From an optimization exercise on the open Yosys and OpenROAD flow, aimed at small area and a short achievable clock period; shortcuts taken in it are not production practice. In this exercise RTL edits were held to simulation tests only and were not proved equivalent to the original.

## flow/design.v (module list and top-level ports; edited modules follow where they fit)
// module band_scale: 490 lines
// module eq_mix: 1809 lines
module eq_mix( lft_out, rht_out,
	       POT_LP, POT_B1, POT_B2, POT_B3, POT_HP, VOLUME,
	       lft_LP, rht_LP, lft_B1, rht_B1, lft_B2, rht_B2,
	       lft_B3, rht_B3, lft_HP, rht_HP, clk );
  // ...
==> flow/flow/run.sh <==
#!/bin/bash
# Standard ORFS layout, with one step added after synthesis: flow/polarity.py
# complements full adders (FA(~a,~b,~c) = ~FA(a,b,c)) to remove inverters that
# synthesis leaves around them, and folds inverters into the gates next to them.
# Registers and the rest of the flow are untouched.
set -euo pipefail
R=orfs/results/${FLOW_PLATFORM}/eq_mix/base
bash standard.sh synth > synth.log 2>&1
cp $R/1_2_yosys.v $R/1_2_yosys.standard.v
python3 flow/polarity.py $R/1_2_yosys.standard.v $R/1_2_yosys.pol.v > polarity.log 2>&1
mv $R/1_2_yosys.pol.v $R/1_2_yosys.v
rm -f $R/1_synth.odb $R/1_synth.sdc
# port buffers: a plain buf_2 instead of the delay buffer buffer_ports picks by default
bash standard.sh finish "BUFFER_PORTS_ARGS=-buffer_cell sky130_fd_sc_hd__buf_2" > layout.log 2>&1
==> flow/flow/polarity.py <==
#!/usr/bin/env python3
"""Remove inverters around full adders in a mapped sky130hd netlist.

A full adder is self-dual: FA(~a, ~b, ~c) = (~sum, ~cout).  Synthesis leaves many
inverters between full adders and between full adders and the logic around them.
This script chooses, for each full adder, whether to complement all of its pins,
so that as few inverters as possible are needed, and rewrites the netlist.  The
logic function of every net that is not internal to this rewrite is unchanged.

usage: polarity.py IN.v OUT.v
"""
import re
import sys
from collections import defaultdict

INV_RE = re.compile(r'^sky130_fd_sc_hd__(clk)?inv_\d+$')
FA_RE = re.compile(r'^sky130_fd_sc_hd__fa_\d+$')
OUT_PINS = {'X', 'Y', 'Q', 'Q_N', 'SUM', 'COUT', 'HI', 'LO'}

src = open(sys.argv[1]).read()

inst_re = re.compile(r'^  (sky130_fd_sc_hd__\w+) (\\\S+ |\S+) ?\((.*?)\n  \);\n', re.S | re.M)
pin_re = re.compile(r'\.(\w+)\((.*?)\)(?:,|\s*$)', re.M)

cells = []          # [type, name, {pin: net}]
spans = []
for m in inst_re.finditer(src):
    pins = {}
    for pm in pin_re.finditer(m.group(3)):
        pins[pm.group(1)] = pm.group(2).strip()
    cells.append([m.group(1), m.group(2), pins])
    spans.append((m.start(), m.end()))

header = src[:spans[0][0]]
assert 'sky130_fd_sc_hd__' not in header.split('*/', 1)[-1], 'unparsed cell before the first one'
footer = src[spans[-1][1]:]
between = [src[spans[i][1]:spans[i + 1][0]] for i in range(len(spans) - 1)]
assert all(b.strip() == '' for b in between), 'unexpected text between cells'

# ports
port_nets = set()
for m in re.finditer(r'^\s*(input|output|inout)\s+(\[\d+:\d+\]\s+)?(\S+?)\s*;', header, re.M):
    name = m.group(3)
    if m.group(2):
        hi, lo = map(int, re.findall(r'\d+', m.group(2)))
        for i in range(min(hi, lo), max(hi, lo) + 1):
            port_nets.add(f'{name}[{i}]')
    else:
        port_nets.add(name)

driver = {}
loads = defaultdict(list)   # net -> [(cell index, pin)]
for ci, (typ, name, pins) in enumerate(cells):
    for p, n in pins.items():
        if p in OUT_PINS:
            driver[n] = (ci, p)
        else:
            loads[n].append((ci, p))

is_inv = [bool(INV_RE.match(c[0])) for c in cells]
is_fa = [bool(FA_RE.match(c[0])) for c in cells]


def base_of(net):
    """(base net, polarity): net == base ^ polarity, following inverter chains."""
    pol = 0
    seen = 0
    while net in driver and is_inv[driver[net][0]] and seen < 10:
        net = cells[driver[net][0]][2]['A']
        pol ^= 1
        seen += 1
    return net, pol


# inverters whose output is a port keep their output net; treat them as ordinary cells
fixed_inv = set()
for ci in range(len(cells)):
    if is_inv[ci] and cells[ci][2]['Y'] in port_nets:
        fixed_inv.add(ci)
        is_inv[ci] = False

# loads of every base signal: (cell, pin, polarity of the original connection)
base_loads = defaultdict(list)
for ci, (typ, name, pins) in enumerate(cells):
    if is_inv[ci]:
        continue
    for p, n in pins.items():
        if p in OUT_PINS:
            continue
        b, pol = base_of(n)
        base_loads[b].append((ci, p, pol))

# a base net that is a port, or driven by a fa output that is a port, stays as it is
locked = [False] * len(cells)
for n in port_nets:
    if n in driver and is_fa[driver[n][0]]:
        locked[driver[n][0]] = True

flip = [0] * len(cells)


def native(b):
    """Polarity of the physical driver output of base b relative to its original value."""
    if b in driver and is_fa[driver[b][0]]:
        return flip[driver[b][0]]
    return 0


def cost(b):
    nat = native(b)
    for ci, p, pol in base_loads[b]:
        req = pol ^ (flip[ci] if is_fa[ci] else 0)
        if req != nat:
            return 1
    return 0


def touched(ci):
    out = set()
    for p, n in cells[ci][2].items():
        if p in OUT_PINS:
            out.add(n)
        else:
            out.add(base_of(n)[0])
    return out


fa_list = [ci for ci in range(len(cells)) if is_fa[ci] and not locked[ci]]
before = sum(cost(b) for b in list(base_loads))
for it in range(30):
    changed = 0
    for ci in fa_list:
        bs = touched(ci)
        c0 = sum(cost(b) for b in bs)
        flip[ci] ^= 1
        c1 = sum(cost(b) for b in bs)
        if c1 < c0:
            changed += 1
        else:
            flip[ci] ^= 1
    if not changed:
        break
after = sum(cost(b) for b in list(base_loads))

# rewrite
new_cells = []
inv_of = {}
k = 0
extra_wires = []


def inverted(net):
    global k
    if net not in inv_of:
        k += 1
        out = f'_pol{k}_'
        extra_wires.append(out)
        new_cells.append(['sky130_fd_sc_hd__inv_1', f'_polinv{k}_', {'A': net, 'Y': out}])
        inv_of[net] = out
    return inv_of[net]


for ci, (typ, name, pins) in enumerate(cells):
    if is_inv[ci]:
        continue
    newpins = {}
    for p, n in pins.items():
        if p in OUT_PINS:
            newpins[p] = n
            continue
        b, pol = base_of(n)
        req = pol ^ (flip[ci] if is_fa[ci] else 0)
        newpins[p] = b if req == native(b) else inverted(b)
    new_cells.append([typ, name, newpins])

# a half adder whose two inputs both come through inverters: a^b == ~a^~b and
# a&b == ~(~a|~b), so use xor2 and nor2 on the inverters' inputs instead
inv_in = {}
for typ, name, pins in new_cells:
    if INV_RE.match(typ):
        inv_in[pins['Y']] = pins['A']
ha_swapped = 0
extra = []
for i, (typ, name, pins) in enumerate(new_cells):
    if typ != 'sky130_fd_sc_hd__ha_1':
        continue
    a, b = pins['A'], pins['B']
    if a in inv_in and b in inv_in and a not in port_nets and b not in port_nets:
        na, nb = inv_in[a], inv_in[b]
        new_cells[i] = ['sky130_fd_sc_hd__xor2_1', name, {'A': na, 'B': nb, 'X': pins['SUM']}]
        if 'COUT' in pins:
            cname = name.rstrip() + '_n' + (' ' if name.endswith(' ') else '')
            extra.append(['sky130_fd_sc_hd__nor2_1', cname, {'A': na, 'B': nb, 'Y': pins['COUT']}])
        ha_swapped += 1
new_cells += extra
# drop inverters left without loads
used = defaultdict(int)
for typ, name, pins in new_cells:
    for p, n in pins.items():
        if p not in OUT_PINS:
            used[n] += 1
new_cells = [c for c in new_cells if not (INV_RE.match(c[0]) and used[c[2]['Y']] == 0 and c[2]['Y'] not in port_nets)]

# absorb an inverter into the gate driving it when the inverter is that gate's only load
TWIN = {
    'nand2_1': 'and2_1', 'nor2_1': 'or2_1', 'a21oi_1': 'a21o_1', 'o21ai_0': 'o21a_1',
    'o21ai_1': 'o21a_1', 'o221ai_1': 'o221a_1', 'xnor2_1': 'xor2_1', 'xor2_1': 'xnor2_1',
    'a221oi_1': 'a221o_1', 'nand3_1': 'and3_1', 'o22ai_1': 'o22a_1', 'a31oi_1': 'a31o_1',
    'o211ai_1': 'o211a_1', 'o21bai_1': 'o21ba_1', 'nand4_1': 'and4_1', 'a22oi_1': 'a22o_1',
    'nor3_1': 'or3_1', 'a211oi_1': 'a211o_1', 'a21boi_0': 'a21bo_1', 'nand2b_1': 'and2b_1',
    'nor2b_1': 'or2b_1',
}
P = 'sky130_fd_sc_hd__'
nload = defaultdict(int)
drv_i = {}
for i, (typ, name, pins) in enumerate(new_cells):
    for p, n in pins.items():
        if p in OUT_PINS:
            drv_i[n] = i
        else:
            nload[n] += 1
dead = set()
modified = set()
absorbed = 0
for i, (typ, name, pins) in enumerate(new_cells):
    if not INV_RE.match(typ):
        continue
    a, y = pins['A'], pins['Y']
    if a not in drv_i or nload[a] != 1 or a in port_nets:
        continue
    j = drv_i[a]
    if j in dead or j in modified:
        continue
    modified.add(j)
    dt, dn, dp = new_cells[j]
    short = dt[len(P):]
    if short in TWIN:
        outp = 'Y' if 'Y' in dp else 'X'
        # output pin of the twin: X for the non-inverting ones, Y for xnor2
        twin = TWIN[short]
        np = {p: n for p, n in dp.items() if p != outp}
        np['Y' if twin == 'xnor2_1' else 'X'] = y
        new_cells[j] = [P + twin, dn, np]
        dead.add(i)
        absorbed += 1
    elif short == 'ha_1':
        if dp.get('SUM') == a:
            g1 = [P + 'xnor2_1', dn, {'A': dp['A'], 'B': dp['B'], 'Y': y}]
            g2 = [P + 'and2_1', dn.rstrip() + '_c' + (' ' if dn.endswith(' ') else ''), {'A': dp['A'], 'B': dp['B'], 'X': dp['COUT']}]
        else:
            g1 = [P + 'xor2_1', dn, {'A': dp['A'], 'B': dp['B'], 'X': dp['SUM']}]
            g2 = [P + 'nand2_1', dn.rstrip() + '_c' + (' ' if dn.endswith(' ') else ''), {'A': dp['A'], 'B': dp['B'], 'Y': y}]
        new_cells[j] = g1
        new_cells.append(g2)
        dead.add(i)
        absorbed += 1
new_cells = [c for i, c in enumerate(new_cells) if i not in dead]

# a removed inverter's output net may still be a port: make sure every port is driven
drv_new = {}
for typ, name, pins in new_cells:
    for p, n in pins.items():
        if p in OUT_PINS:
            drv_new[n] = name
for n in port_nets:
    if n in driver and n not in drv_new:
        raise SystemExit(f'port {n} lost its driver')


def fmt(n):
    return n + ' ' if n.startswith('\\') else n


out = [header]
for typ, name, pins in new_cells:
    items = list(pins.items())
    body = ',\n'.join(f'    .{p}({fmt(n)})' for p, n in items)
    out.append(f'  {typ} {name}{"" if name.endswith(" ") else " "}(\n{body}\n  );\n')
out.append(footer)
text = ''.join(out)
decl = ''.join(f'  wire {w};\n' for w in extra_wires)
# put the new wire declarations before the first cell
first = text.index('  sky130_fd_sc_hd__')
text = text[:first] + decl + text[first:]
open(sys.argv[2], 'w').write(text)
n_inv_before = sum(1 for c in cells if INV_RE.match(c[0]))
n_inv_after = sum(1 for c in new_cells if INV_RE.match(c[0]))
print(f'polarity: {sum(flip)} of {len(fa_list)} full adders complemented; '
      f'inverters {n_inv_before} -> {n_inv_after} (bases needing one {before} -> {after}); '
      f'{absorbed} absorbed into the gate driving them; {ha_swapped} half adders fed by inverters '
      'rebuilt as xor2+nor2')
==> flow/standard.sh <==
#!/bin/bash
# synth_recipe.tcl (not shown) runs the flow's synth.tcl, then flattens the netlist and writes it again
# the make line also repeats each setting of config.mk as NAME=value (left out here)
make -C /OpenROAD-flow-scripts/flow DESIGN_CONFIG=/design/flow/config.mk WORK_HOME=/design/flow/orfs CLKGATE_MAP_FILE= SYNTH_SCRIPT=/design/flow/synth_recipe.tcl "${@:-finish}"
==> flow/config.mk <==
export PLATFORM = sky130hd
export DESIGN_NAME = eq_mix
export DESIGN_NICKNAME = eq_mix
export VERILOG_FILES = /design/flow/design.v
export SDC_FILE = /design/flow/constraint.sdc
export NUM_CORES = 4
export LEC_CHECK = 0
export ABC_AREA = 1
export CAP_MARGIN = 20
export CORE_MARGIN = 2
export CORE_UTILIZATION = 45
export PLACE_DENSITY = 0.6
export SETUP_SLACK_MARGIN = 2.5
export SLEW_MARGIN = 20
==> flow/constraint.sdc <==
create_clock -name core_clock -period 12.0 [get_ports {clk}]
set_input_delay 2.4000 -clock core_clock [delete_from_list [all_inputs] [get_ports {clk}]]
set_output_delay 2.4000 -clock core_clock [all_outputs]
set_load 0.01 [all_outputs]
==> flow_metrics.py, run 1 <==
metrics = {
    "timing": {
        "skew_ps": 19.6,
        "finalHoldViolCount": 0,
        "rsz0062_at_grt": "true",
        "setup_violations": 0,
    },
    "route": {
        "wl_met2_microns": 99200,
        "ant_nets": 0,
    },
    "cts": {
        "hold_buffers": 0,
        "cts.htree.levels": 4,
        "cts_sinks": 132,
        "clockRootBuffer": "clkbuf_16",
    },
    "critical_path": {
        "end_kind": "primary output",
        "reg2reg_depth": 36,
    },
    "synth": {
        "synth.cell_area_sq_um": 61200,
    },
    "place": {
        "pre_cts_ws_ps": 1980,
        "dp_hpwl_microns": 176000,
    },
    "cells_and_area": {
        "mostFrequentLayoutCells": "nand2_1, fa_1, inv_1",
        "final_util_pct": 48.7,
        "nFillCells": 13400,
        "seq_cells": 132,
        "multi_input_area_share_pct": 82.8,
        "num_antenna_cells": 4,
        "inverters": 845,
        "seq_share_pct": 4.10,
        "dominant_cells": "multi-input combinational cells",
    },
    "die": {
        "die-area_sq_um": 139000,
    },
    "run_status": {
        "status": "finished clean",
    },
    "worst_hold_path": {
        "holdPathStages": 8,
        "hold_path.class": "register to register",
        "hold_start": "G_B3[11]",
    },
    "grt": {
        "grt_use_total_pct": 31.7,
        "grt_antenna_before_repair": 5,
    },
}
==> inputs of run 2 (changes only) <==
--- a/flow/config.mk
+++ b/flow/config.mk
@@ -10,5 +10,5 @@
 export CORE_MARGIN = 2
 export CORE_UTILIZATION = 45
 export PLACE_DENSITY = 0.6
-export SETUP_SLACK_MARGIN = 2.5
+export SETUP_SLACK_MARGIN = 3.0
 export SLEW_MARGIN = 20
==> flow_metrics.py, run 2 <==
metrics = {
    "run_status": {
        "status": "finished clean",
    },
    "timing": {
        "period_needed_ps": 9210,
        "slew_headroom_pct": 19.9,
        "slew_violations": 0,
        "finalHoldViolCount": 0,
        "skew_ps": 17.1,
        "rsz0062_at_grt": "true",
        "fin_tns_setup_ps": 0,
        "setup_violations": 0,
        "post-route-period-util_pct": 76.7,
        "clock.fmax_mhz": 109,
        "worst_slew_pin_slew_ps": 1200,
    },
    "cts": {
        "cts_buffers": 17,
        "clockRootBuffer": "clkbuf_16",
        "tritoncts": "yes",
        "hold_buffers": 0,
        "clock_path_buffers": 2,
        "cts.htree.levels": 4,
        "cts_sinks": 132,
        "clkLatencyLatePin_ps": 520,
        "clk_pin_slew_ps": 60,
    },
    "synth": {
        "yosysWarnings": 1,
        "synth_cells": 8104,
        "syn_area_per_cell_sq_um": 7.55,
        "synth_nets": 9788,
        "synth.cell_area_sq_um": 61200,
    },
    "critical_path": {
        "reg2reg_slack_ps": 3370,
        "cp_max_fo": 6,
        "rr_startpoint": "G_B2[2]",
        "cp_common_cell": "fa_1",
        "r2r_end": "lft_sb[5]",
        "cpPeakStageDelay_ps": 590,
        "end_kind": "primary output",
        "slowest_stage": "fa_1",
        "critPathKind": "register to primary output",
        "worst_ep_required_time_ps": 9600,
        "crit_chain": "fa_1 > fa_1 > xor2_2 > nand2_1 > nand2_1 > a21oi_2 > nand2_4 > fa_2 > xnor2_4 > o22ai_2 > a21oi_2 > fa_1 > fa_1 > fa_1 > xor2_2 > a21o_1 > a21oi_2 > nor2_2 > a211oi_2 > nand2_4 > inv_2 > fa_2 > inv_2 > buf_6",
        "worstPathArrival_ps": 6810,
        "reg2reg_depth": 36,
        "worst_setup_path_start_kind": "register",
    },
    "route": {
        "wl_met2_microns": 99900,
        "vias": 62200,
        "vias_per_cell": 6.23,
        "firstDrtPassIters": 7,
        "wl_met3_microns": 22900,
        "met1_length_microns": 96600,
        "wl_microns": 228000,
        "wl_per_cell_microns": 22.8,
        "drt_iter0_markers": 7510,
        "ant_nets": 0,
        "top_layer": "met4",
        "route.detailed.drc": 0,
    },
    "cells_and_area": {
        "final_common_cell": "nand2_1",
        "mostFrequentLayoutCells": "nand2_1, fa_1, inv_1",
        "nFillCells": 13300,
        "fin_area_sq_um": 67200,
        "drive_gt1_share_pct": 11.8,
        "area_growth_pct": 9.87,
        "final_util_pct": 49.7,
        "nets": 9875,
        "final_cells": 9989,
    },
    "grt": {
        "grt_pass1_wl_microns": 352000,
        "grt_pass1_vias": 60100,
        "grt.overflow.total": 0,
        "grt_use_total_pct": 32.0,
        "grt_max_degree": 33,
        "grt_antenna_before_repair": 5,
    },
    "die": {
        "core_region_area_sq_um": 135000,
        "rows": 135,
        "die-area_sq_um": 139000,
        "die_w_microns": 373,
        "start_util_pct": 45.3,
        "die_y_microns": 373,
        "io_pins": 325,
    },
    "worst_hold_path": {
        "holdPathStages": 8,
        "hold_path.class": "register to register",
        "hold_path_end": "lft_sb[17]",
        "hold_start": "G_B3[11]",
    },
    "place": {
        "dp_hpwl_microns": 176000,
        "dp_cells": 9844,
        "io_buffers": 264,
        "placed_area_sq_um": 64000,
        "globalplace.congestion": 0.986,
    },
    "flow_run": {
        "maxCapViolCount": 0,
    },
}
==> run 2: cell types whose count changed in the layout (fill, tap and decap cells not counted), moves of 21 or more <==
cell,change
inv_1,-24
nand2_1,-34
nand2_2,+21
buf_4,+48
==> run 2: worst max-delay path by stage <==
stage | start | to | slack [ps]
2_1_floorplan | VOLUME[4] | lft_out[5] | 3230
3_3_place_gp | VOLUME[4] | lft_out[5] | 2010
3_5_place_dp | VOLUME[4] | lft_out[5] | 1980
4_1_cts | rht_sa[5] | rht_out[14] | 2830
5_1_grt | rht_sa[4] | rht_out[4] | 2530
6_report | rht_sa[4] | rht_out[4] | 2790
==> run 2: worst max-delay path: cells and delay by family, from the launching register on <==
| family | cells | cell delay (ps) |
|---|---|---|
| AOI/OAI and AO/OA | 6 | 1100 |
| DFF | 1 | 370 |
| and+or+nand+nor | 5 | 490 |
| adders and majority gates | 7 | 3400 |
| buffers and inverters | 3 | 240 |
| xor gates and xnor gates | 3 | 680 |
==> run 2: layout make-up <==
class / count / area, sq um / area share, %
multi-input cells: 6703 / 55300 / 82.2
clock buffers: 20 / 467 / 0.694
diodes: 4 / 10.0 / 0.0149
inverters: 842 / 3200 / 4.76
repair buffers: 492 / 3160 / 4.69
flip-flops and latches: 132 / 2760 / 4.10
repair inverters: 3 / 22.5 / 0.0335
clock inverters: 12 / 116 / 0.173
well taps: 1781 / 2230 / 3.31
==> run 2: repair_timing <==
item	in CTS	in global routing
setup endpoints to repair	90	91
endpoints found under the hold margin	0	0
resized for setup	246	191
cloned	3	1
setup buffers	58	47
pin swaps	104	104
==> run 2: metrics by stage <==
stage / hold slack, ps / setup WS (ps)
final: 1440 / 2790
after global routing: 1550 / 2530
after CTS: 1450 / 2830
after detailed placement: 1440 / 1980
after global placement: 1450 / 2010
after floorplan: 1090 / 3230
==> run 2: layer usage <==
metal | track usage [%] | vias up
li1 | - | 28100
met1 | 45.2 | 29900
met2 | 49.3 | 3621
met3 | 5.41 | 532
met4 | 11.1 | 0
met5 | 0 | -

## port drivers added, routing unchanged
How much do the figures lean on ideal ports? The routed layouts below were timed once more, with nothing changed but the port constraints.
Step 1: set_driving_cell puts a clkbuf_16 on clk and a buf_2 on each other input, an assumption about the parent block.
Step 2, shift: input delay + t, output delay - t, t = (earliest + latest rising clock arrival at the registers) / 2. This alone moves slack from input paths to output paths.
Three values: no drivers, after step 1, after step 2; two values: the first two.
run	t, ns	slack for setup (ns)	worst setup path after step 2	clock arrival spread, ns	worst slew at a driven data input, ns
run 1	0.578	2.652 / 2.628 / 2.628	input to output	0.023 / 0.022	0.12
run 2	0.577	2.794 / 2.728 / 2.869	input to register	0.021 / 0.021	0.13
After both steps setup and hold are still met in every run listed. The setup slack of run 1, which loses most, moves by -0.024 ns with the drivers and by -0.024 ns with both steps.
